Context: an optimization exercise on an open-source flow, tuned for small area, a short achievable clock period and few clock cycles per item. The choices shown serve that exercise and are no tape-out recipe. Where RTL was checked, it was by simulation tests only, not by an equivalence proof against the original. Function not checked in runs 1 and 2: the RTL went through the layout flow alone. Power is estimated from default activity; no workload was simulated.

$ cat flow/flow/run.sh
#!/bin/bash
# The standard layout, with the port buffers made from buf_4 cells instead of
# the resizer's default choice (a slow delay buffer), so that the fixed input
# and output delays are not lengthened further by the port buffers.
set -euo pipefail
export BUFFER_PORTS_ARGS="-buffer_cell sky130_fd_sc_hd__buf_4"
bash standard.sh > standard.log 2>&1
$ cat flow/standard.sh
#!/bin/bash
# synth_recipe.tcl (not shown) runs the flow's synth.tcl, then flattens the netlist and writes it again
# the make line also repeats each setting of config.mk as NAME=value (left out here)
make -C /OpenROAD-flow-scripts/flow DESIGN_CONFIG=/design/flow/config.mk WORK_HOME=/design/flow/orfs CLKGATE_MAP_FILE= SYNTH_SCRIPT=/design/flow/synth_recipe.tcl "${@:-finish}"
$ cat flow/config.mk
export PLATFORM = sky130hd
export DESIGN_NAME = DIV
export DESIGN_NICKNAME = DIV
export VERILOG_FILES = /design/flow/design.v
export SDC_FILE = /design/flow/constraint.sdc
export NUM_CORES = 4
export LEC_CHECK = 0
export CAP_MARGIN = 20
export CORE_MARGIN = 2
export CORE_UTILIZATION = 40
export SETUP_SLACK_MARGIN = 3.0
export SLEW_MARGIN = 20
export SYNTH_HIERARCHICAL = 1
$ cat flow/constraint.sdc
create_clock -name core_clock -period 8.0 [get_ports {clock}]
set_input_delay 1.6000 -clock core_clock [delete_from_list [all_inputs] [get_ports {clock}]]
set_output_delay 1.6000 -clock core_clock [all_outputs]
set_load 0.01 [all_outputs]
$ cat flow/design.v
module DIV (
  input clock, reset,
  input flush,
  output in_ready,
  input in_valid,
  input in_sign,
  input [31:0] in_a, in_b,
  input out_ready,
  output out_valid,
  output [31:0] out_quot,
  output [31:0] out_rem
);
  localparam [1:0] ST_IDLE = 2'd0, ST_PREP = 2'd1, ST_ITER = 2'd2, ST_DONE = 2'd3;
  reg [1:0] state;
  reg [31:0] r;      
  reg [32:0] e;      
  reg [31:0] q;
  reg [5:0] cnt;     
  reg cin, qs, rs;   
  wire st_idle = state == ST_IDLE;
  wire st_done = state == ST_DONE;
  assign in_ready = st_idle | (st_done & out_ready);
  assign out_valid = st_done;
  wire acc = in_ready & in_valid;
  wire in_as, in_bs;
  wire [31:0] absa, bx;
  wire [6:0] sh;     
  DIV_pre pre (.sign(in_sign), .a(in_a), .b(in_b), .as(in_as), .bs(in_bs),
               .absa(absa), .bx(bx), .sh(sh));
  wire [32:0] esh;
  DIV_align align (.e(e), .k(cnt[4:0]), .fill(cin), .y(esh));
  wire q1, q2;
  wire [31:0] rn;
  DIV_step step (.r(r), .e(e), .cin(cin), .q1(q1), .q2(q2), .rn(rn));
  always @(posedge clock) begin
    if (reset | flush) begin
      state <= ST_IDLE;
    end else if (acc) begin
      state <= sh[6] ? ST_DONE : (sh[5:1] == 5'd0) ? ST_ITER : ST_PREP;
      r <= absa;
      e <= ~{bx, in_bs};
      q <= 32'b0;
      cnt <= {1'b0, sh[5:1]};
      cin <= ~in_bs;
      qs <= (in_a[31] ^ in_b[31]) & in_sign;
      rs <= in_as;
    end else begin
      case (state)
        ST_PREP: begin
          e <= esh;
          state <= ST_ITER;
        end
        ST_ITER: begin
          r <= rn;
          q <= {q[29:0], q1, q2};
          e <= {2'b11, e[32:2]};
          cnt <= cnt - 6'd1;
          if (cnt == 6'd0) state <= ST_DONE;
        end
        ST_DONE: begin
          if (out_ready) state <= ST_IDLE;
        end
        default: ;
      endcase
    end
  end
  DIV_cneg neg_quot (.s(qs), .x(q), .y(out_quot));
  DIV_cneg neg_rem  (.s(rs), .x(r), .y(out_rem));
endmodule
module DIV_cneg (
  input s,
  input [31:0] x,
  output [31:0] y
);
  reg [31:0] p;
  always @* begin
    p = x;
    p = p | (p << 1);
    p = p | (p << 2);
    p = p | (p << 4);
    p = p | (p << 8);
    p = p | (p << 16);
  end
  assign y = x ^ ({32{s}} & {p[30:0], 1'b0});
endmodule
module DIV_clz (
  input [31:0] x,
  output [5:0] n
);
  reg [15:0] v1; reg [15:0] p1;
  reg [7:0] v2;  reg [15:0] p2;
  reg [3:0] v3;  reg [11:0] p3;
  reg [1:0] v4;  reg [7:0] p4;
  integer i;
  always @* begin
    for (i = 0; i < 16; i = i + 1) begin
      v1[i] = x[2*i+1] | x[2*i];
      p1[i] = ~x[2*i+1];
    end
    for (i = 0; i < 8; i = i + 1) begin
      v2[i] = v1[2*i+1] | v1[2*i];
      p2[2*i+1] = ~v1[2*i+1];
      p2[2*i]   = v1[2*i+1] ? p1[2*i+1] : p1[2*i];
    end
    for (i = 0; i < 4; i = i + 1) begin
      v3[i] = v2[2*i+1] | v2[2*i];
      p3[3*i+2]  = ~v2[2*i+1];
      p3[3*i+:2] = v2[2*i+1] ? p2[4*i+2+:2] : p2[4*i+:2];
    end
    for (i = 0; i < 2; i = i + 1) begin
      v4[i] = v3[2*i+1] | v3[2*i];
      p4[4*i+3]  = ~v3[2*i+1];
      p4[4*i+:3] = v3[2*i+1] ? p3[6*i+3+:3] : p3[6*i+:3];
    end
  end
  assign n[5] = ~(v4[1] | v4[0]);
  assign n[4] = ~v4[1] & v4[0];
  assign n[3:0] = v4[1] ? p4[7:4] : (p4[3:0] & {4{v4[0]}});
endmodule
module DIV_pre (
  input sign,
  input [31:0] a, b,
  output as, bs,
  output [31:0] absa,    
  output [31:0] bx,      
  output [6:0] sh        
);
  assign as = a[31] & sign;
  assign bs = b[31] & sign;
  DIV_cneg neg_a (.s(as), .x(a), .y(absa));
  assign bx = b ^ {32{bs}};
  wire [5:0] lza, lzb;
  DIV_clz clz_a (.x(absa), .n(lza));
  DIV_clz clz_b (.x(bx), .n(lzb));
  assign sh = {1'b0, lzb} - {1'b0, lza};
endmodule
module DIV_align (
  input [32:0] e,
  input [4:0] k,
  input fill,
  output reg [32:0] y
);
  integer i;
  always @* begin
    y = e;
    for (i = 0; i < 5; i = i + 1)
      if (k[i]) y = (y << (2 << i)) | ({33{fill}} & ~({33{1'b1}} << (2 << i)));
  end
endmodule
module DIV_add (
  input [34:0] a, b,
  input ci,
  output [34:0] s
);
  reg [34:0] gg, pp;
  wire [34:0] p = a ^ b;
  wire [34:0] g = (a & b) | {34'b0, p[0] & ci};
  integer l, i, j;
  always @* begin
    gg = g; pp = p;
    for (l = 0; l < 6; l = l + 1)
      for (i = 34; i >= 0; i = i - 1)
        if (((i >> l) & 1) == 1) begin
          j = ((i >> l) << l) - 1;
          gg[i] = gg[i] | (pp[i] & gg[j]);
          pp[i] = pp[i] & pp[j];
        end
  end
  assign s = p ^ {gg[33:0], ci};
endmodule
module DIV_step (
  input [31:0] r,
  input [32:0] e,
  input cin,
  output q1, q2,
  output [31:0] rn
);
  wire [34:0] ex0 = {2'b11, e};
  wire [34:0] ex1 = {3'b111, e[32:1]};
  wire [34:0] ra = {3'b000, r};
  wire [34:0] d1, d2, d3;
  wire [34:0] cs_s = ra ^ ex0 ^ ex1;
  wire [34:0] cs_c = (ra & ex0) | (ra & ex1) | (ex0 & ex1);
  DIV_add add1 (.a(ra), .b(ex0), .ci(cin), .s(d1));
  DIV_add add2 (.a(ra), .b(ex1), .ci(cin), .s(d2));
  DIV_add add3 (.a(cs_s), .b({cs_c[33:0], cin}), .ci(cin), .s(d3));
  assign q1 = ~d1[34];
  assign q2 = q1 ? ~d3[34] : ~d2[34];
  assign rn = q1 ? (q2 ? d3[31:0] : d1[31:0]) : (q2 ? d2[31:0] : r);
endmodule
==> summary.txt, run 1 <==
H-tree depth 3; # diodes 0; setup tns final 0 ns; final worst path period share 69.0%; Root Driver clkbuf_16; RSZ-0062 raised after global routing true; share of layout cells above drive strength 1 19.8%; Max-slew headroom 27.3%; r2r worst-path depth 19; GR Overflow Total 0; min-delay src q[12]$_SDFFCE_PP0P_; Die X 205 µm; GPL Wtd Cong 0.896; placed cells 2394; Mapped Area 16200 µm²; status timing/DRC/antenna clean; Critical Path Fanout Max 3; R2R setup slack 3.31 ns; Vias 14300; most frequent cells in the layout 182 x buf_4, 180 x nand2_1, 142 x xnor2_1; LEAKAGE 7.41 nW; DRC viols 0; CP Launch Type input pin; Worst EP required 8.28 ns; Final Setup Violations 0; Worst Skew 0.0268 ns; dpl hpwl 36.3 mm; CTS tree built; Fin. Hold Viols 0; first-pass GRT wire length 76.0 mm; MaxCap Viol Count 0; DR pass1 iterations 5; RR Startpoint e[0]$_DFFE_PP_; fin cells 2452; Data arrival, critical path 5.79 ns; Antenna Nets Post-Route 0; initial antenna violation count 1; hold crit path type register to register; FF-to-FF End r[2]$_DFFE_PP_; Mapped Cells 1792; wire per inst 19.7 µm; GRT Util Overall 22.9%; CORE AREA 39800 µm²; Pwr per Cell Area 170 nW/µm²; largest net degree at the start of global routing 105; final net count 2151; Slew Limit Fails 0; area grow syn2layout 15.7%; vias per std cell 5.82; commonest non-fill, non-tap cell in the layout buf_4; Yosys warning count 11; WS Path Type input pin to register; measured slew at the worst slew-check pin 1.09 ns; Worst-Skew Late Latency 0.39 ns; critical path capture point type register; post-cts hold buffer count 0; Port Buffers 135; number of clock sinks 108; top achievable clock speed 181 MHz; hold depth 1; die footprint 42100 µm²; chip height 205 µm; CTS buffer count 9; routed wire length 48.2 mm; Clock Tree Buf Depth 2; VDD IR max 0.0961 mV; Row Count 73; Hold EP q[14]$_SDFFCE_PP0P_; Clock transition at path regs 0.09 ns; Tmin final 5.52 ns; initial core utilization 40.6%; Top-Level Pins 136; vias in the first global route 13900; Iter 0 DRT Violations 871; Mean Syn Cell Area 9.03 µm²
==> how the worst max path moves through the flow <==
stage	from	endpoint	slack [ns]	depth (start not counted)
2_1_floorplan	in_a[1]	state[1]$_SDFFE_PN0P_	2.41	19
3_3_place_gp	in_a[12]	state[0]$_SDFFE_PN0P_	1.62	19
3_5_place_dp	in_a[12]	state[0]$_SDFFE_PN0P_	1.54	19
4_1_cts	in_a[2]	state[0]$_SDFFE_PN0P_	2.56	20
5_1_grt	in_a[3]	state[0]$_SDFFE_PN0P_	2.29	20
6_report	in_a[3]	state[0]$_SDFFE_PN0P_	2.48	20
==> where the power goes <==
part	total, mW	leakage (nW)	switching, mW	internal (mW)
combinational	1.86	6.26	1.02	0.838
sequential	0.836	0.994	0.125	0.711
clock	0.489	0.152	0.263	0.226
==> what timing repair did <==
action / 4_1_cts / 5_1_grt
gates cloned: 1 / 0
pin swaps: 18 / 19
gates resized for setup: 55 / 40
endpoints found under the setup margin: 8 / 37
endpoints found under the hold margin: 0 / 0
buffers inserted: 27 / 14
==> layer usage <==
metal	share of wire (%)	up-vias	track usage (%)
met1	45	6951	30.4
met2	46	371	37.5
met3	4.7	77	3.66
met4	3.4	2	8.61
li1	-	6867	-
met5	0.027	-	0
==> registers in the layout, summed over array words and instances, names as in the netlist <==
| signal | flops |
|---|---|
| cin | 1 |
| cnt | 6 |
| e | 33 |
| q | 32 |
| qs | 1 |
| r | 32 |
| rs | 1 |
| state | 2 |
==> per-stage QoR <==
stage / hold WS [ns] / cell area, µm² / util, % / total power, mW / setup slack (ns)
after floorplan: 0.565 / 16300 / - / 2.20 / 2.41
after global placement: 0.593 / 17600 / 44.1 / 2.59 / 1.62
after detailed placement: 0.603 / 17600 / 44.1 / 2.62 / 1.54
after CTS: 0.624 / 18400 / 46.2 / 3.16 / 2.56
after global routing: 0.651 / 18700 / 47.0 / 3.43 / 2.29
final: 0.622 / 18700 / 47.0 / 3.18 / 2.48
==> layout make-up <==
cell class | count | area (µm²)
Clock buffer | 9 | 225
Clock inverter | 7 | 88.8
Fill cell | 3873 | 21100
Inverter | 81 | 307
Multi-Input combinational cell | 1531 | 12700
Sequential cell | 108 | 3220
Tap cell | 525 | 657
Timing Repair Buffer | 191 | 1480
==> critical path: stages <==
cell and delay [ns]:
buf_8 0.10, nor4_4 0.31, buf_4 0.17, nand4b_1 0.17
o41ai_2 0.46, xnor2_2 0.14, nor4_2 0.30, nand4_1 0.16
or4_4 0.46, o2bb2ai_4 0.19, inv_2 0.07, ha_4 0.23
nor2b_4 0.12, o21a_1 0.19, o2111ai_2 0.16, nand4_1 0.14
or4_4 0.45, nor2_4 0.11, nand3b_1 0.08, o2111a_1 0.18
==> run 2: changes to the inputs <==
--- a/flow/config.mk
+++ b/flow/config.mk
@@ -9,5 +9,5 @@
 export CORE_MARGIN = 2
 export CORE_UTILIZATION = 40
-export SETUP_SLACK_MARGIN = 3.0
+export SETUP_SLACK_MARGIN = 2.5
 export SLEW_MARGIN = 20
 export SYNTH_HIERARCHICAL = 1
==> run 2 against run 1 <==
Via count down 0.62%. Count of clock-buffer cells in the layout unchanged. Register-to-register slack worse by 0.28 ns. Critical endpoint unchanged. Critical path depth grew 1. Still clean. Clock skew fell by 0.015 ns. Non-clock buffer count is 9 lower. Highest routed layer is now met4. Clock power decreased by 6.1%. Utilization down 0.46 points. Routed wire length decreased by 0.47%. Die area did not move. Cell count fell by 0.37%. Worst hold slack worse by 0.015 ns.
==> summary.txt, run 2 <==
CORE AREA 39800 µm²; placed cells 2395; Die X 205 µm; Antenna Nets Post-Route 0; Clock Tree Buf Depth 2; GPL Wtd Cong 0.887; Port Buffers 135; RSZ-0062 raised after global routing true; Critical Path Fanout Max 7; Final Setup Violations 0; R2R setup slack 3.03 ns; Tmin final 5.51 ns; WS Path Type input pin to register; final net count 2142; post-cts hold buffer count 0; chip height 205 µm; Mean Syn Cell Area 9.03 µm²; largest net degree at the start of global routing 105; Row Count 73; routed wire length 48.0 mm; final worst path period share 68.9%; LEAKAGE 7.33 nW; Switch Pwr 1.38 mW; setup tns final 0 ns; status timing/DRC/antenna clean; DR pass1 iterations 6; Worst Skew 0.0123 ns; vias per std cell 5.80; die footprint 42100 µm²; Yosys warning count 11; MaxCap Viol Count 0; Max-slew headroom 29.8%; biggest regs e (33), q (32), r (32); Data arrival, critical path 5.79 ns; Vias 14200; GR Overflow Total 0; Mapped Cells 1792; first-pass GRT wire length 75.3 mm; number of clock sinks 108; area grow syn2layout 14.6%; cell internal pwr 1.75 mW; DRC viols 0; top achievable clock speed 181 MHz; Clock transition at path regs 0.08 ns; sequential share of power 26.9%; measured slew at the worst slew-check pin 1.05 ns; GRT Util Overall 22.8%; number of flip-flops in the largest register 33; VDD IR max 0.101 mV; initial antenna violation count 0; Pwr Total 3.13 mW; vias in the first global route 13900; Worst EP required 8.28 ns; most frequent cells in the layout 181 x nand2_1, 173 x buf_4, 146 x xnor2_1; critical path capture point type register; wire per inst 19.6 µm; Sw Ratio 44.1%; Slew Limit Fails 0; fillcell total 3899; Iter 0 DRT Violations 865; Clock Power Share 14.7%; Most flops, register e; dpl hpwl 36.3 mm; commonest non-fill, non-tap cell in the layout nand2_1; initial core utilization 40.6%; Worst-Skew Late Latency 0.39 ns; Pwr per Cell Area 169 nW/µm²; WHS 0.608 ns; CP Launch Type input pin; # diodes 0; CTS buffer count 9; CTS tree built; Top-Level Pins 136; share of layout cells above drive strength 1 18.4%; Combinational Power Share 58.5%; Fin. Hold Viols 0; hold crit path type register to register; Mapped Area 16200 µm²; H-tree depth 3; fin cells 2443; Root Driver clkbuf_16
[run 2: path summary, 6_finish.rpt]
path,depth (start not counted),endpoint,startpoint
setup / recovery,21,state[0]$_SDFFE_PN0P_,in_a[1]
hold / removal,1,q[19]$_SDFFCE_PP0P_,q[17]$_SDFFCE_PP0P_
setup reg to reg,19,r[3]$_DFFE_PP_,e[1]$_DFFE_PP_
hold reg to reg,1,q[19]$_SDFFCE_PP0P_,q[17]$_SDFFCE_PP0P_
[run 2: final cells by class]
cell class / count / area (µm²) / area share, %
clock inverter: 7 / 58.8 / 0.317
sequential: 108 / 3220 / 17.4
multi-input combinational: 1531 / 12700 / 68.3
clock buffer: 9 / 225 / 1.21
inverter: 81 / 304 / 1.64
tap: 525 / 657 / 3.54
timing repair buffer: 182 / 1420 / 7.64
[run 2: critical path: stages]
cell	delay, ns
buf_8	0.10
nor4_4	0.27
buf_6	0.18
nand2_8	0.08
buf_4	0.17
o41ai_4	0.26
xnor2_2	0.16
nor4_4	0.38
nand4_1	0.17
or4_4	0.46
o2bb2ai_4	0.18
inv_1	0.06
ha_1	0.28
nor2b_4	0.12
o21a_1	0.19
nor3_1	0.14
nor2_1	0.08
or4_4	0.53
nor2_4	0.11
nand3b_1	0.09
o2111a_1	0.18
[run 2: power groups by stage]
stage	Combinational [mW]	Clock (mW)	Sequential [mW]
4_1_cts	1.79	0.473	0.840
2_1_floorplan	1.40	0	0.799
5_1_grt	2.03	0.492	0.850
3_5_place_dp	1.76	0	0.852
6_report	1.83	0.459	0.840
3_3_place_gp	1.74	0	0.851
[run 2: what timing repair did]
item,in CTS,in global routing
buffers inserted,13,18
gates resized for setup,24,45
endpoints found under the setup margin,3,2
pin swaps,13,20
gates cloned,0,1
[run 2: routing by layer]
| layer | up-vias | part of all wire [%] | track usage [%] |
|---|---|---|---|
| met5 | - | 0 | 0 |
| met4 | 0 | 3.5 | 9.07 |
| met3 | 84 | 5.6 | 3.95 |
| met2 | 374 | 47 | 37.1 |
| met1 | 6873 | 44 | 30.0 |
| li1 | 6849 | - | - |
[run 2: stage by stage]
| step | instance area (µm²) | util (%) | setup WS, ns |
|---|---|---|---|
| after detailed placement | 17600 | 44.1 | 1.50 |
| after floorplan | 16300 | - | 2.40 |
| after global routing | 18500 | 46.6 | 2.29 |
| final | 18500 | 46.6 | 2.49 |
| after CTS | 18100 | 45.4 | 2.48 |
| after global placement | 17600 | 44.1 | 1.62 |
==> run 3: changes to the inputs <==
--- a/flow/design.v
+++ b/flow/design.v
@@ -16,5 +16,6 @@
   reg [32:0] e;      
   reg [31:0] q;
-  reg [5:0] cnt;     
+  reg [4:0] cnt;     
+  reg [5:0] lza, lzb;   
   reg cin, qs, rs;   
   wire st_idle = state == ST_IDLE;
@@ -25,9 +26,11 @@
   wire in_as, in_bs;
   wire [31:0] absa, bx;
-  wire [6:0] sh;     
+  wire none, few;    
+  wire [5:0] lza_in, lzb_in;
   DIV_pre pre (.sign(in_sign), .a(in_a), .b(in_b), .as(in_as), .bs(in_bs),
-               .absa(absa), .bx(bx), .sh(sh));
+               .absa(absa), .bx(bx), .none(none), .few(few), .lza(lza_in), .lzb(lzb_in));
+  wire [6:0] sh = {1'b0, lzb} - {1'b0, lza};    
   wire [32:0] esh;
-  DIV_align align (.e(e), .k(cnt[4:0]), .fill(cin), .y(esh));
+  DIV_align align (.e(e), .k(sh[5:1]), .fill(cin), .y(esh));
   wire q1, q2;
   wire [31:0] rn;
@@ -37,9 +40,11 @@
       state <= ST_IDLE;
     end else if (acc) begin
-      state <= sh[6] ? ST_DONE : (sh[5:1] == 5'd0) ? ST_ITER : ST_PREP;
+      state <= none ? ST_DONE : few ? ST_ITER : ST_PREP;
       r <= absa;
       e <= ~{bx, in_bs};
       q <= 32'b0;
-      cnt <= {1'b0, sh[5:1]};
+      cnt <= 5'd0;
+      lza <= lza_in;
+      lzb <= lzb_in;
       cin <= ~in_bs;
       qs <= (in_a[31] ^ in_b[31]) & in_sign;
@@ -49,5 +54,6 @@
         ST_PREP: begin
           e <= esh;
-          state <= ST_ITER;
+          cnt <= sh[5:1];
+          state <= sh[6] ? ST_DONE : ST_ITER;
         end
         ST_ITER: begin
@@ -55,6 +61,6 @@
           q <= {q[29:0], q1, q2};
           e <= {2'b11, e[32:2]};
-          cnt <= cnt - 6'd1;
-          if (cnt == 6'd0) state <= ST_DONE;
+          cnt <= cnt - 5'd1;
+          if (cnt == 5'd0) state <= ST_DONE;
         end
         ST_DONE: begin
@@ -124,5 +130,8 @@
   output [31:0] absa,    
   output [31:0] bx,      
-  output [6:0] sh        
+  output none,           
+  output few,            
+  output [5:0] lza,      
+  output [5:0] lzb       
 );
   assign as = a[31] & sign;
@@ -130,8 +139,18 @@
   DIV_cneg neg_a (.s(as), .x(a), .y(absa));
   assign bx = b ^ {32{bs}};
-  wire [5:0] lza, lzb;
   DIV_clz clz_a (.x(absa), .n(lza));
   DIV_clz clz_b (.x(bx), .n(lzb));
-  assign sh = {1'b0, lzb} - {1'b0, lza};
+  wire [31:0] ua = as ? {~a[30:0], 1'b1} : a;
+  reg [31:0] ma;
+  always @* begin
+    ma = ua;
+    ma = ma | (ma >> 1);
+    ma = ma | (ma >> 2);
+    ma = ma | (ma >> 4);
+    ma = ma | (ma >> 8);
+    ma = ma | (ma >> 16);
+  end
+  assign none = |(bx & ~ma);
+  assign few = |(bx & ~{2'b00, ma[31:2]});
 endmodule
 module DIV_align (
--- a/flow/config.mk
+++ b/flow/config.mk
@@ -9,5 +9,5 @@
 export CORE_MARGIN = 2
 export CORE_UTILIZATION = 40
-export SETUP_SLACK_MARGIN = 2.5
+export SETUP_SLACK_MARGIN = 4.0
 export SLEW_MARGIN = 20
 export SYNTH_HIERARCHICAL = 1
==> run 3 against run 2 <==
Fmax increased by 30%. Largest power group unchanged. Register-to-register slack improved by 0.72 ns. Utilization increased by 2.8 points. Sequential power increased by 1%. Count of clock-buffer cells in the layout increased by 8. Global-route usage increased by 3.0 points. Still clean. Critical path depth unchanged. Combinational power increased by 21%.
==> summary.txt, run 3 <==
status timing/DRC/antenna clean; Mapped Cells 1995; biggest regs e (33), q (32), r (32); share of layout cells above drive strength 1 24.7%; Row Count 77; Die X 216 µm; setup tns final 0 ns; fillcell total 4175; most frequent cells in the layout 267 x buf_4, 197 x nand2_1, 148 x xnor2_1; Final Setup Violations 0; routed wire length 62.6 mm; vias in the first global route 16200; # diodes 0; RSZ-0062 raised after global routing true; final net count 2457; DR pass1 iterations 6; Vias 17100; initial core utilization 40.5%; vias per std cell 6.04; DRC viols 0; GR Overflow Total 0; VDD IR max 0.152 mV; Worst Skew 0.0140 ns; Clock Tree Buf Depth 2; die footprint 46500 µm²; GRT Util Overall 25.8%; H-tree depth 4; Root Driver clkbuf_16; critical path capture point type register; Port Buffers 135; Iter 0 DRT Violations 1483; commonest non-fill, non-tap cell in the layout buf_4; Worst EP required 8.17 ns; Fin. Hold Viols 0; GPL Wtd Cong 0.924; Mapped Area 17900 µm²; Most flops, register e; first-pass GRT wire length 94.6 mm; WHS 0.641 ns; Max-slew headroom 21.3%; CORE AREA 44200 µm²; Mean Syn Cell Area 8.98 µm²; CTS tree built; top achievable clock speed 235 MHz; Clock transition at path regs 0.06 ns; Tmin final 4.25 ns; initial antenna violation count 2; MaxCap Viol Count 0; hold crit path type register to register; Yosys warning count 12; Multi-input gate area 14100 µm²; chip height 216 µm; WS Path Type register to register; CTS buffer count 17; Critical Path Fanout Max 6; Slew Limit Fails 0; number of clock sinks 119; area grow syn2layout 21.9%; final worst path period share 53.1%; Pwr per Cell Area 175 nW/µm²; LEAKAGE 8.71 nW; dpl hpwl 44.5 mm; Antenna Nets Post-Route 0; CP Launch Type register; wire per inst 22.1 µm; post-cts hold buffer count 0; measured slew at the worst slew-check pin 1.17 ns; Top-Level Pins 136; Worst-Skew Late Latency 0.43 ns; sequential cell area 3550 µm²; Data arrival, critical path 4.42 ns; largest net degree at the start of global routing 74; number of flip-flops in the largest register 33
==> run 3: path summary, 6_finish.rpt <==
kind | startpoint | to | slack, ns | cells past startpoint
max | e[1]$_DFFE_PP_ | r[23]$_DFFE_PP_ | 3.75 | 21
min | q[17]$_SDFFCE_PP0P_ | q[19]$_SDFFCE_PP0P_ | 0.64 | 1
max reg2reg | e[1]$_DFFE_PP_ | r[23]$_DFFE_PP_ | 3.75 | 21
min reg2reg | q[17]$_SDFFCE_PP0P_ | q[19]$_SDFFCE_PP0P_ | 0.64 | 1
==> run 3: cell type report <==
class | count | share of cell area [%]
tap | 592 | 3.39
clock inverter | 15 | 0.676
timing repair buffer | 296 | 11.6
sequential | 119 | 16.3
inverter | 86 | 1.55
timing repair inverter | 1 | 0.0401
multi-input combinational | 1709 | 64.6
clock buffer | 17 | 1.95
==> run 3: routing by layer <==
metal | vias up | global-route usage (%) | part of all wire, %
li1 | 7974 | - | -
met1 | 8360 | 34.2 | 43
met2 | 668 | 42.5 | 47
met3 | 123 | 3.81 | 6.7
met4 | 4 | 9.36 | 3.4
met5 | - | 0 | 0.040
==> run 3: where the power goes <==
part,total (mW),internal [mW],switching (mW)
Sequential,0.851,0.770,0.0810
Clock,0.763,0.435,0.328
Combinational,2.21,0.986,1.22
Total,3.82,2.19,1.63
==> run 3: timing repair <==
item	4_1_cts	5_1_grt
setup endpoints to repair	117	81
gates cloned	6	3
gates resized for setup	76	56
setup buffers	78	61
pin swaps	41	47
==> run 3: critical path, stage by stage (launching register included) <==
cell	delay, ns
edfxtp_1	0.45
fa_1	0.52
inv_2	0.07
fa_2	0.18
inv_2	0.03
fa_2	0.34
a211oi_2	0.24
nor3_2	0.09
o21ai_2	0.20
a21oi_2	0.11
o211ai_2	0.21
a21o_1	0.18
o211a_1	0.19
nor2_2	0.05
a211oi_4	0.21
buf_6	0.18
buf_12	0.13
buf_16	0.13
mux2i_1	0.18
mux2i_1	0.12
nand2_1	0.09
nand2_1	0.07
==> run 3: metrics by stage <==
stage	setup WS [ns]	power [mW]	util, %	instances	instance area, µm²
global route	3.62	4.05	49.4	2835	21800
floorplan	4.02	2.31	-	2007	18000
global placement	2.95	2.74	43.6	2654	19300
CTS	3.81	3.71	47.4	2770	21000
finish	3.75	3.82	49.4	2835	21800
detailed placement	2.88	2.77	43.6	2654	19300
Testbench counts of run 3, summed over its fixed seeds: cycles 1,688, items 384.
==> run 4: changes to the inputs <==
--- a/flow/config.mk
+++ b/flow/config.mk
@@ -9,5 +9,5 @@
 export CORE_MARGIN = 2
 export CORE_UTILIZATION = 40
-export SETUP_SLACK_MARGIN = 4.0
+export SETUP_SLACK_MARGIN = 3.0
 export SLEW_MARGIN = 20
 export SYNTH_HIERARCHICAL = 1
==> run 4 against run 3 <==
Combinational power decreased by 13%. Total power down 4.2%. Clock skew decreased by 0.0044 ns. Flip-flop and latch count is the same. Clock power grew 12%. Cell area is 8.7% lower. Utilization fell by 4.3 points. Via count shrank 5.1%. Synthesized area unchanged. Worst hold slack got worse by 0.023 ns. Critical path type unchanged.
==> summary.txt, run 4 <==
DRC viols 0; RSZ-0062 raised after global routing false; GR peak layer met2; fillcell total 4259; Port Buffers 135; placed cells 2655; CP endpoint r[13]$_DFFE_PP_; crit path launch cin$_DFFE_PP_; R2R setup slack 3.22 ns; initial antenna violation count 0; FF-to-FF End r[13]$_DFFE_PP_; dpl hpwl 44.5 mm; Top-Level Pins 136; Most flops, register e; top achievable clock speed 209 MHz; Slew Limit Fails 0; slowest stage cell on the critical path edfxtp_1; GPL Wtd Cong 0.958; GRT Util Overall 24.9%; share of layout cells above drive strength 1 16.2%; area grow syn2layout 11.3%; RR Startpoint cin$_DFFE_PP_; Mapped Area 17900 µm²; fin cells 2691; Data arrival, critical path 4.97 ns; sequential share of power 24.2%; Tmin final 4.78 ns; H-tree depth 4; final worst path period share 59.7%; Worst EP required 8.19 ns; hold crit path type register to register; routed wire length 58.6 mm; die footprint 46500 µm²; number of flip-flops in the largest register 33; status timing/DRC/antenna clean; Vias 16300; Worst-Skew Late Latency 0.44 ns; setup tns final 0 ns; CORE AREA 44200 µm²; WS Path Type register to register; wire per inst 21.8 µm; CTS buffer count 17; cell internal pwr 2.11 mW; biggest regs e (33), q (32), r (32); Mapped Cells 1995; Switch Pwr 1.56 mW; measured slew at the worst slew-check pin 1.17 ns; Clock transition at path regs 0.07 ns; r2r worst-path depth 18; most frequent cells in the layout 201 x nand2_1, 156 x xnor2_1, 153 x buf_4; Max-slew headroom 21.4%; Die X 216 µm; LEAKAGE 7.73 nW; post-cts hold buffer count 0; Combinational Power Share 52.5%; met1 Track Usage GR 34.3%; Clock Tree Buf Depth 2; Final WS setup 3.22 ns; final net count 2313; Clock Power Share 23.3%; vias in the first global route 15700; Yosys warning count 12; critical path capture point type register; VDD IR max 0.161 mV; Sw Ratio 42.5%; Antenna Nets Post-Route 0; Critical Path Fanout Max 33; Pwr per Cell Area 184 nW/µm²; Final Setup Violations 0; Fin. Hold Viols 0; Worst Skew 0.00967 ns; first-pass GRT wire length 91.4 mm; met3 Usage GRT 3.20%; CP Launch Type register; worst slack, placed 2.91 ns; Iter 0 DRT Violations 1473; initial core utilization 40.5%; commonest non-fill, non-tap cell in the layout nand2_1; number of clock sinks 119; CP max stage delay 0.75 ns; CTS tree built; met2 global-route usage 40.2%; largest net degree at the start of global routing 74; CP cell instances inv_1 -> fa_1 -> inv_1 -> fa_1 -> a211oi_2 -> nor3_2 -> o21ai_1 -> a21oi_2 -> o211ai_2 -> a21o_1 -> o211a_1 -> nor2_1 -> a211oi_4 -> buf_4 -> mux2i_1 -> mux2i_1 -> nand2_1 -> nand2_1; chip height 216 µm; MaxCap Viol Count 0; # diodes 0; Root Driver clkbuf_16; DR pass1 iterations 5; Row Count 77; vias per std cell 6.04; Mean Syn Cell Area 8.98 µm²; GR Overflow Total 0
==> run 4: layout make-up <==
type | instances | area [µm²] | area share, %
inverter | 86 | 325 | 1.63
clock inverter | 15 | 208 | 1.04
multi-input combinational | 1708 | 13500 | 67.8
timing repair buffer | 154 | 1160 | 5.83
sequential | 119 | 3550 | 17.8
clock buffer | 17 | 425 | 2.13
tap | 592 | 741 | 3.71
==> run 4: critical path, delay by kind of cell, from the launching register on <==
family	cells	cell delay, ns
multiplexers	2	0.54
adder cells (fa/ha/maj)	2	0.61
AND/OR/NAND/NOR	4	0.31
flip-flops	1	0.75
AO/OA/AOI/OAI	7	1.49
buffers and inverters	3	0.79
==> run 4: per-stage QoR <==
step / utilization (%) / hold WS (ns) / total power [mW] / instance area, µm²
after floorplan: - / 0.574 / 2.32 / 18000
after global placement: 43.6 / 0.613 / 2.75 / 19300
after detailed placement: 43.6 / 0.605 / 2.78 / 19300
after CTS: 45.0 / 0.624 / 3.65 / 19900
after global routing: 45.1 / 0.672 / 3.90 / 19900
final: 45.1 / 0.618 / 3.66 / 19900
==> run 4: power groups by stage <==
stage                     Clock (mW)  Combinational [mW]  Sequential, mW
after floorplan                    0                1.46           0.852
after CTS                      0.867                1.89           0.887
after global placement             0                1.86           0.897
final                          0.854                1.92           0.887
after detailed placement           0                1.88           0.900
after global routing           0.890                2.11           0.896
==> run 4: how the worst min path moves through the flow <==
stage | from | endpoint | slack [ns] | depth (start not counted)
after floorplan | q[17]$_SDFFCE_PP0P_ | q[19]$_SDFFCE_PP0P_ | 0.57 | 1
after global placement | q[12]$_SDFFCE_PP0P_ | q[14]$_SDFFCE_PP0P_ | 0.61 | 1
after detailed placement | q[17]$_SDFFCE_PP0P_ | q[19]$_SDFFCE_PP0P_ | 0.60 | 1
after CTS | q[17]$_SDFFCE_PP0P_ | q[19]$_SDFFCE_PP0P_ | 0.62 | 1
after global routing | q[17]$_SDFFCE_PP0P_ | q[19]$_SDFFCE_PP0P_ | 0.67 | 1
final | q[17]$_SDFFCE_PP0P_ | q[19]$_SDFFCE_PP0P_ | 0.62 | 1
==> run 4: layer usage <==
layer	share of wire, %	vias up
met5	0	-
met3	6.4	92
li1	-	7668
met2	46	627
met1	45	7865
met4	2.9	0
==> run 4: what timing repair did <==
item,CTS,global route
pin swaps,0,1
buffers inserted,0,4
resized for setup,1,4
endpoints found under the setup margin,15,32
==> run 5: changes to the inputs <==
--- a/flow/config.mk
+++ b/flow/config.mk
@@ -9,5 +9,5 @@
 export CORE_MARGIN = 2
 export CORE_UTILIZATION = 40
-export SETUP_SLACK_MARGIN = 3.0
+export SETUP_SLACK_MARGIN = 3.75
 export SLEW_MARGIN = 20
 export SYNTH_HIERARCHICAL = 1
==> run 5 against run 4 <==
Highest routed layer unchanged. Global-route usage increased by 0.81 points. Combinational power increased by 12%. Synthesized cell count unchanged. Largest power group unchanged. Still clean.
==> summary.txt, run 5 <==
Worst-Skew Late Latency 0.43 ns; Antenna Nets Post-Route 0; WS Path Type register to register; commonest non-fill, non-tap cell in the layout buf_4; Clock Power Share 21.5%; min-delay src q[17]$_SDFFCE_PP0P_; Tmin final 4.23 ns; GPL Wtd Cong 0.937; Combinational Power Share 55.9%; Max-slew headroom 14.5%; final net count 2377; Data arrival, critical path 4.43 ns; sequential cell area 3550 µm²; largest net degree at the start of global routing 74; Met3 Routed Length 4.35 mm; wire per inst 22.4 µm; worst slack, placed 2.96 ns; uppermost layer routed met4; Hold EP q[19]$_SDFFCE_PP0P_; Most flops, register e; post-cts hold buffer count 0; MaxCap Viol Count 0; area grow syn2layout 16.7%; GRT Util Overall 25.7%; Port Buffers 135; DRC viols 0; DR pass1 iterations 5; Row Count 77; Final Setup Violations 0; die footprint 46500 µm²; Routed met1 length 26.7 mm; Die X 216 µm; top achievable clock speed 236 MHz; measured slew at the worst slew-check pin 1.27 ns; number of flip-flops in the largest register 33; Clock Tree Buf Depth 2; dpl hpwl 44.0 mm; CTS buffer count 17; biggest regs e (33), q (32), r (32); RSZ-0062 raised after global routing true; Pwr per Cell Area 184 nW/µm²; Vias 16700; RR Startpoint r[0]$_DFFE_PP_; Root Driver clkbuf_16; Fin. Hold Viols 0; Slew Limit Fails 0; Yosys warning count 12; Worst EP required 8.19 ns; R2R setup slack 3.77 ns; Multi-input gate area 13800 µm²; status timing/DRC/antenna clean; GR Overflow Total 0; cell internal pwr 2.19 mW; Sw Ratio 42.9%; sequential share of power 22.6%; vias per std cell 6.05; final worst path period share 52.9%; Final WS setup 3.77 ns; initial core utilization 40.5%; Clock transition at path regs 0.07 ns; setup tns final 0 ns; CORE AREA 44200 µm²; VDD IR max 0.151 mV; hold depth 1; Mean Syn Cell Area 8.98 µm²; H-tree depth 4; Worst Skew 0.0136 ns; Mapped Area 17900 µm²; Mapped Cells 1995; Critical Path Fanout Max 5; first-pass GRT wire length 93.8 mm; most frequent cells in the layout 202 x buf_4, 199 x nand2_1, 153 x xnor2_1; r2r worst-path depth 21; critical path capture point type register; share of layout cells above drive strength 1 20.6%; LEAKAGE 8.16 nW; Top-Level Pins 136; chip height 216 µm; # diodes 0; number of clock sinks 119; vias in the first global route 16100; CP Launch Type register; initial antenna violation count 0; fillcell total 4171; hold crit path type register to register; routed wire length 61.6 mm; DR WL met2 29.0 mm; FF-to-FF End r[25]$_DFFE_PP_; CTS tree built; Iter 0 DRT Violations 1436; Switch Pwr 1.65 mW
run 5: worst max-delay path by stage:
stage	startpoint	to	cells after the start
2_1_floorplan	out_ready	cnt[0]$_SDFFCE_PP0P_	5
3_3_place_gp	in_a[31]	lza[1]$_DFFE_PP_	9
3_5_place_dp	in_a[31]	lza[1]$_DFFE_PP_	9
4_1_cts	r[0]$_DFFE_PP_	r[26]$_DFFE_PP_	21
5_1_grt	r[0]$_DFFE_PP_	r[12]$_DFFE_PP_	21
6_report	r[0]$_DFFE_PP_	r[25]$_DFFE_PP_	21
run 5: repair_timing:
item,4_1_cts,5_1_grt
pin swaps,16,44
endpoints found under the setup margin,50,48
setup buffers,36,22
gates resized for setup,28,54
gates cloned,3,4
hold endpoints to repair,0,0
run 5: area by class of cell:
class,instances,area share [%]
multi-input combinational,1708,66.1
timing repair buffer,218,8.75
tap,592,3.54
sequential,119,17.0
inverter,86,1.72
clock inverter,15,0.874
clock buffer,17,2.03
run 5: per-layer routing:
layer  vias to the layer above  GRT usage, %
met2                       669          42.6
met1                      8131          34.9
met3                        81          3.11
met5                         -             0
met4                         0          7.72
li1                       7786             -
run 5: metrics by stage:
stage	instances	instance area, µm²	power [mW]	utilization [%]	hold slack, ns
2_1_floorplan	2007	18000	2.31	-	0.574
3_3_place_gp	2658	19300	2.74	43.6	0.612
3_5_place_dp	2658	19300	2.77	43.6	0.611
4_1_cts	2729	20400	3.70	46.1	0.636
5_1_grt	2755	20900	4.07	47.3	0.648
6_report	2755	20900	3.84	47.3	0.622
run 5: power groups by stage:
stage	combinational, mW	sequential, mW	clock [mW]
after floorplan	1.46	0.852	0
after detailed placement	1.88	0.896	0
final	2.15	0.870	0.826
after global placement	1.85	0.894	0
after global routing	2.33	0.877	0.862
after CTS	1.99	0.874	0.838
run 5: worst max-delay path: stages (launching register included):
cell      delay (ns)
edfxtp_1        0.41
buf_6           0.15
buf_4           0.13
inv_2           0.04
fa_2            0.17
inv_1           0.05
fa_2            0.39
a211oi_4        0.32
nor3_4          0.07
o21ai_2         0.24
a21oi_4         0.10
o211ai_2        0.26
a21o_1          0.23
o211a_1         0.21
nor2_2          0.06
a211oi_4        0.23
buf_6           0.21
buf_12          0.18
mux2i_1         0.30
mux2i_1         0.13
nand2_1         0.07
nand2_1         0.05
==> run 6: changes to the inputs <==
--- a/flow/config.mk
+++ b/flow/config.mk
@@ -9,5 +9,5 @@
 export CORE_MARGIN = 2
 export CORE_UTILIZATION = 40
-export SETUP_SLACK_MARGIN = 3.75
+export SETUP_SLACK_MARGIN = 3.5
 export SLEW_MARGIN = 20
 export SYNTH_HIERARCHICAL = 1
==> run 6 against run 5 <==
Still clean on timing, DRC and antenna. Sequential share of layout area grew 0.50 points. Worst hold slack gained 0.0037 ns. Critical path depth is 15 lower. Setup slack worse by 0.14 ns. Total power shrank 4.2%. Sequential power about the same. Non-clock buffer count shrank 27. Clock skew barely moved. Routed wire length down 3.5%. Synthesized area stayed put. Cell area fell by 2.8%. Combinational power fell by 8%. Highest routed layer is now met5.
==> summary.txt, run 6 <==
wire per inst 21.8 µm; Worst-Skew Late Latency 0.44 ns; final net count 2350; most frequent cells in the layout 200 x nand2_1, 187 x buf_4, 153 x xnor2_1; Yosys warning count 12; initial antenna violation count 1; biggest regs e (33), q (32), r (32); largest net degree at the start of global routing 74; GPL Wtd Cong 0.937; vias in the first global route 15800; Critical path buffers and inverters 2; MaxCap Viol Count 0; CORE AREA 44200 µm²; routed wire length 59.4 mm; vias per std cell 6.01; H-tree depth 4; crit-path most repeated cell buf_4; dpl hpwl 44.0 mm; setup tns final 0 ns; Clock transition at path regs 0.07 ns; WHS 0.626 ns; CP Launch Type register; Combinational Power Share 53.8%; fin cells 2728; Tmin final 4.37 ns; final worst path period share 54.6%; Fin. Hold Viols 0; WS Path Type register to output pin; Mapped Cells 1995; Root Driver clkbuf_16; Max-slew headroom 15.0%; hold crit path type register to register; share of layout cells above drive strength 1 18.1%; Switch Pwr 1.58 mW; Top-Level Pins 136; GRT Util Overall 25.0%; Mean Syn Cell Area 8.98 µm²; top achievable clock speed 229 MHz; placed cells 2658; GR Overflow Total 0; Clock Power Share 22.5%; worst slack, placed 2.96 ns; post-cts hold buffer count 0; status timing/DRC/antenna clean; first-pass GRT wire length 91.7 mm; slowest stage cell on the critical path edfxtp_1; Data arrival, critical path 2.77 ns; chip height 216 µm; R2R setup slack 3.68 ns; Port Buffers 135; Mapped Area 17900 µm²; CP max stage delay 0.50 ns; DRC viols 0; VDD IR max 0.156 mV; Critical Path Fanout Max 15; initial core utilization 40.5%; # diodes 0; Final WS setup 3.63 ns; Worst Skew 0.0138 ns; commonest non-fill, non-tap cell in the layout nand2_1; DR pass1 iterations 7; Largest delay share family, worst path simple AND/OR/NAND/NOR gates; cell internal pwr 2.10 mW; LEAKAGE 7.95 nW; number of clock sinks 119; area grow syn2layout 13.4%; Row Count 77; critical path capture point type output pin; Die X 216 µm; CTS buffer count 17; CP cell instances buf_4 -> nor4_4 -> nand2_2 -> o41ai_1 -> xnor2_1 -> buf_4; CTS tree built; Vias 16400; Most flops, register e; Pwr Total 3.68 mW; measured slew at the worst slew-check pin 1.27 ns; die footprint 46500 µm²; Pwr per Cell Area 181 nW/µm²; Worst EP required 6.40 ns; Final Setup Violations 0; RSZ-0062 raised after global routing true; number of flip-flops in the largest register 33; Iter 0 DRT Violations 1323; Clock Tree Buf Depth 2; Slew Limit Fails 0; sequential share of power 23.7%; Antenna Nets Post-Route 0; Sw Ratio 42.9%
[run 6: final timing paths]
| kind | start | end | cells past startpoint |
|---|---|---|---|
| setup / recovery | r[1]$_DFFE_PP_ | out_rem[25] | 6 |
| hold / removal | q[17]$_SDFFCE_PP0P_ | q[19]$_SDFFCE_PP0P_ | 1 |
| setup reg to reg | e[9]$_DFFE_PP_ | r[2]$_DFFE_PP_ | 17 |
| hold reg to reg | q[17]$_SDFFCE_PP0P_ | q[19]$_SDFFCE_PP0P_ | 1 |
[run 6: layout make-up]
cell class              count  area [µm²]
flip-flops and latches    119        3550
clock inverters            15         183
repair buffers            191        1490
clock buffers              17         425
fillers                  4249       23900
well taps                 592         741
multi-input cells        1708       13600
inverters                  86         330
[run 6: power groups by stage]
stage | clock network [mW] | registers, mW | logic, mW
5_1_grt | 0.864 | 0.880 | 2.17
3_3_place_gp | 0 | 0.894 | 1.85
3_5_place_dp | 0 | 0.896 | 1.88
2_1_floorplan | 0 | 0.852 | 1.46
4_1_cts | 0.838 | 0.882 | 1.90
6_report | 0.827 | 0.872 | 1.98
[run 6: metal layers]
metal / vias up / part of all wire (%) / track usage, %
met5: - / 0.020 / 0
met4: 2 / 1.9 / 6.97
met3: 77 / 6.2 / 3.30
met2: 546 / 47 / 41.5
met1: 8027 / 45 / 34.1
li1: 7742 / - / -
[run 6: what timing repair did]
action                                  4_1_cts  5_1_grt
resized for setup                             6       15
pin swaps                                     1       11
endpoints found under the setup margin       33       41
setup buffers                                 4       33
cloned                                        0        1
[run 6: stage by stage]
step / utilization, % / instance area [µm²]
after floorplan: - / 18000
after global placement: 43.6 / 19300
after detailed placement: 43.6 / 19300
after CTS: 45.1 / 20000
after global routing: 45.9 / 20300
final: 45.9 / 20300
==> run 7: changes to the inputs <==
--- a/flow/config.mk
+++ b/flow/config.mk
@@ -8,5 +8,5 @@
 export CAP_MARGIN = 20
 export CORE_MARGIN = 2
-export CORE_UTILIZATION = 40
+export CORE_UTILIZATION = 55
 export SETUP_SLACK_MARGIN = 3.5
 export SLEW_MARGIN = 20
==> run 7 against run 6 <==
Sequential share of layout area rose by 0.27 points. Via count rose by 0.98%. Die area fell by 27%. Cell count fell by 5.8%. Worst hold slack improved by 0.0088 ns. Fmax fell by 0.43%. Critical path depth fell by 1. First-iteration DRC count rose by 15%. Still clean. Utilization rose by 16 points. Largest power group unchanged. Total power fell by 1.2%.
==> summary.txt, run 7 <==
LEAKAGE 7.85 nW; min-delay src q[12]$_SDFFCE_PP0P_; WS Path Type register to output pin; GR Overflow Total 0; vias in the first global route 15300; Slew Limit Fails 0; measured slew at the worst slew-check pin 1.07 ns; Hold EP q[14]$_SDFFCE_PP0P_; wire per inst 22.4 µm; crit-path most repeated cell nand4_1; Mean Syn Cell Area 8.98 µm²; final net count 2341; routed wire length 57.5 mm; CTS buffer count 17; Worst-Skew Late Latency 0.44 ns; critical path capture point type output pin; post-route cell area 20000 µm²; RSZ-0062 raised after global routing true; slowest stage cell on the critical path or4_1; Critical path buffers and inverters 1; RR Startpoint e[1]$_DFFE_PP_; initial antenna violation count 2; CTS tree built; largest net degree at the start of global routing 74; Critical Path Fanout Max 9; H-tree depth 4; VDD IR max 0.155 mV; Largest delay share family, worst path simple AND/OR/NAND/NOR gates; commonest non-fill, non-tap cell in the layout nand2_1; Port Buffers 135; status timing/DRC/antenna clean; Worst EP required 6.40 ns; CORE AREA 32300 µm²; hold depth 1; vias per std cell 6.44; worst slack, placed 2.72 ns; final worst path period share 54.9%; Pwr per Cell Area 182 nW/µm²; Final WS setup 3.61 ns; GRT Util Overall 33.4%; GPL Wtd Cong 0.958; Mapped Area 17900 µm²; number of flip-flops in the largest register 33; Mapped Cells 1995; Worst Skew 0.0147 ns; post-cts hold buffer count 0; CP Launch Type register; CP max stage delay 0.66 ns; Most flops, register e; number of clock sinks 119; FF-to-FF End r[30]$_DFFE_PP_; first-pass GRT wire length 88.2 mm; Tmin final 4.39 ns; top achievable clock speed 228 MHz; Max-slew headroom 28.7%; Final Setup Violations 0; setup tns final 0 ns; Fin. Hold Viols 0; Data arrival, critical path 2.79 ns; Yosys warning count 12; Clock transition at path regs 0.07 ns; Vias 16600; post-place instance area 19100 µm²; most frequent cells in the layout 201 x nand2_1, 176 x buf_4, 156 x xnor2_1; biggest regs e (33), q (32), r (32); DRC viols 0; die footprint 34000 µm²; share of layout cells above drive strength 1 17.4%; post-layout util 62.0%; hold crit path type register to register; dpl hpwl 43.3 mm; area grow syn2layout 11.7%; chip height 184 µm; initial core utilization 55.5%; Iter 0 DRT Violations 1527; DR pass1 iterations 9; Antenna Nets Post-Route 0; CP cell instances nor3_2 -> nand4_1 -> or4_1 -> nand4_1 -> buf_4; Root Driver clkbuf_16; MaxCap Viol Count 0; R2R setup slack 3.61 ns; Row Count 66; Die X 184 µm; Top-Level Pins 136; Clock Tree Buf Depth 2; r2r worst-path depth 19
## run 7: routing by layer
metal  wire [µm]  global-route usage [%]
met3        3720                    3.87
met1       26000                    47.8
met4        1360                    9.41
met5          13                       0
met2       26400                    53.2
## run 7: power breakdown
| part | total (mW) | switching (mW) | leakage, nW | internal (mW) |
|---|---|---|---|---|
| Combinational | 1.98 | 1.13 | 6.49 | 0.860 |
| Sequential | 0.879 | 0.109 | 1.09 | 0.770 |
| Clock | 0.776 | 0.361 | 0.274 | 0.414 |
| Total | 3.64 | 1.60 | 7.85 | 2.04 |
## run 7: area by class of cell
class,count,area (µm²)
Antenna cell,1,2.50
Clock buffer,17,425
Clock inverter,15,148
Fill cell,2834,12300
Inverter,86,330
Multi-Input combinational cell,1708,13600
Sequential cell,119,3550
Tap cell,442,553
Timing Repair Buffer,182,1430
## run 7: worst max path at each step
stage	startpoint	slack, ns	cells after the start	to
floorplan	out_ready	3.80	5	cnt[0]$_SDFFCE_PP0P_
global placement	e[1]$_DFFE_PP_	2.88	19	r[22]$_DFFE_PP_
detailed placement	e[1]$_DFFE_PP_	2.72	19	r[4]$_DFFE_PP_
CTS	in_a[31]	3.50	9	lza[0]$_DFFE_PP_
global route	in_a[2]	3.39	9	lza[0]$_DFFE_PP_
finish	r[8]$_DFFE_PP_	3.61	5	out_rem[31]
## run 7: worst reg2reg max path, delay by kind of cell (launching register included)
| family | cells | cell delay [ns] |
|---|---|---|
| and+or+nand+nor | 4 | 0.39 |
| AOI/OAI and AO/OA | 7 | 1.67 |
| DFF | 1 | 0.48 |
| buffers and inverters | 4 | 0.63 |
| adders and majority gates | 2 | 0.64 |
| muxes | 2 | 0.33 |
## run 7: per-stage QoR
stage / instances / hold WS (ns) / power [mW]
after global placement: 2502 / 0.611 / 2.74
after CTS: 2542 / 0.636 / 3.57
after floorplan: 2007 / 0.574 / 2.31
after detailed placement: 2502 / 0.619 / 2.77
after global routing: 2569 / 0.652 / 3.85
final: 2570 / 0.635 / 3.64
## run 7: what timing repair did
action / CTS / global route
setup buffers: 8 / 25
gates cloned: 0 / 2
endpoints found under the setup margin: 36 / 43
pin swaps: 1 / 7
gates resized for setup: 8 / 11

port drivers added, routing unchanged:
Ports are ideal in the flow. The routed layouts listed here were re-timed in OpenROAD.
Step 1: set_driving_cell puts a clkbuf_16 on clock and a buf_2 on each other input, an assumption about the parent block.
Step 2 times the ports against the registers' clock, not the clock port: input delays grow and output delays shrink by t, the midpoint of the rising clock arrivals with the driver on.
a / b / c = no drivers / after step 1 / after step 2; a / b = the first two.
run | t (ns) | setup slack, ns | worst hold slack (ns) | worst setup path after step 2 | worst data-port slew with drivers (ns)
run 1 | 0.430 | 2.482 / 2.494 / 2.064 | 0.622 / 0.622 / 0.622 | input to register | 0.05
run 2 | 0.441 | 2.490 / 2.507 / 2.066 | 0.608 / 0.608 / 0.608 | input to register | 0.05
run 3 | 0.476 | 3.749 / 3.749 / 3.603 | 0.641 / 0.641 / 0.641 | input to register | 0.04
run 4 | 0.482 | 3.220 / 3.220 / 2.844 | 0.618 / 0.618 / 0.618 | input to register | 0.04
run 5 | 0.480 | 3.766 / 3.766 / 3.327 | 0.622 / 0.622 / 0.622 | input to register | 0.04
run 6 | 0.483 | 3.630 / 3.577 / 3.236 | 0.626 / 0.626 / 0.626 | input to register | 0.04
run 7 | 0.486 | 3.611 / 3.557 / 3.251 | 0.635 / 0.635 / 0.635 | input to register | 0.04
After both steps setup and hold are still met in every run listed. The setup slack of run 5, which loses most, moves by 0.000 ns with the drivers and by -0.439 ns with both steps.
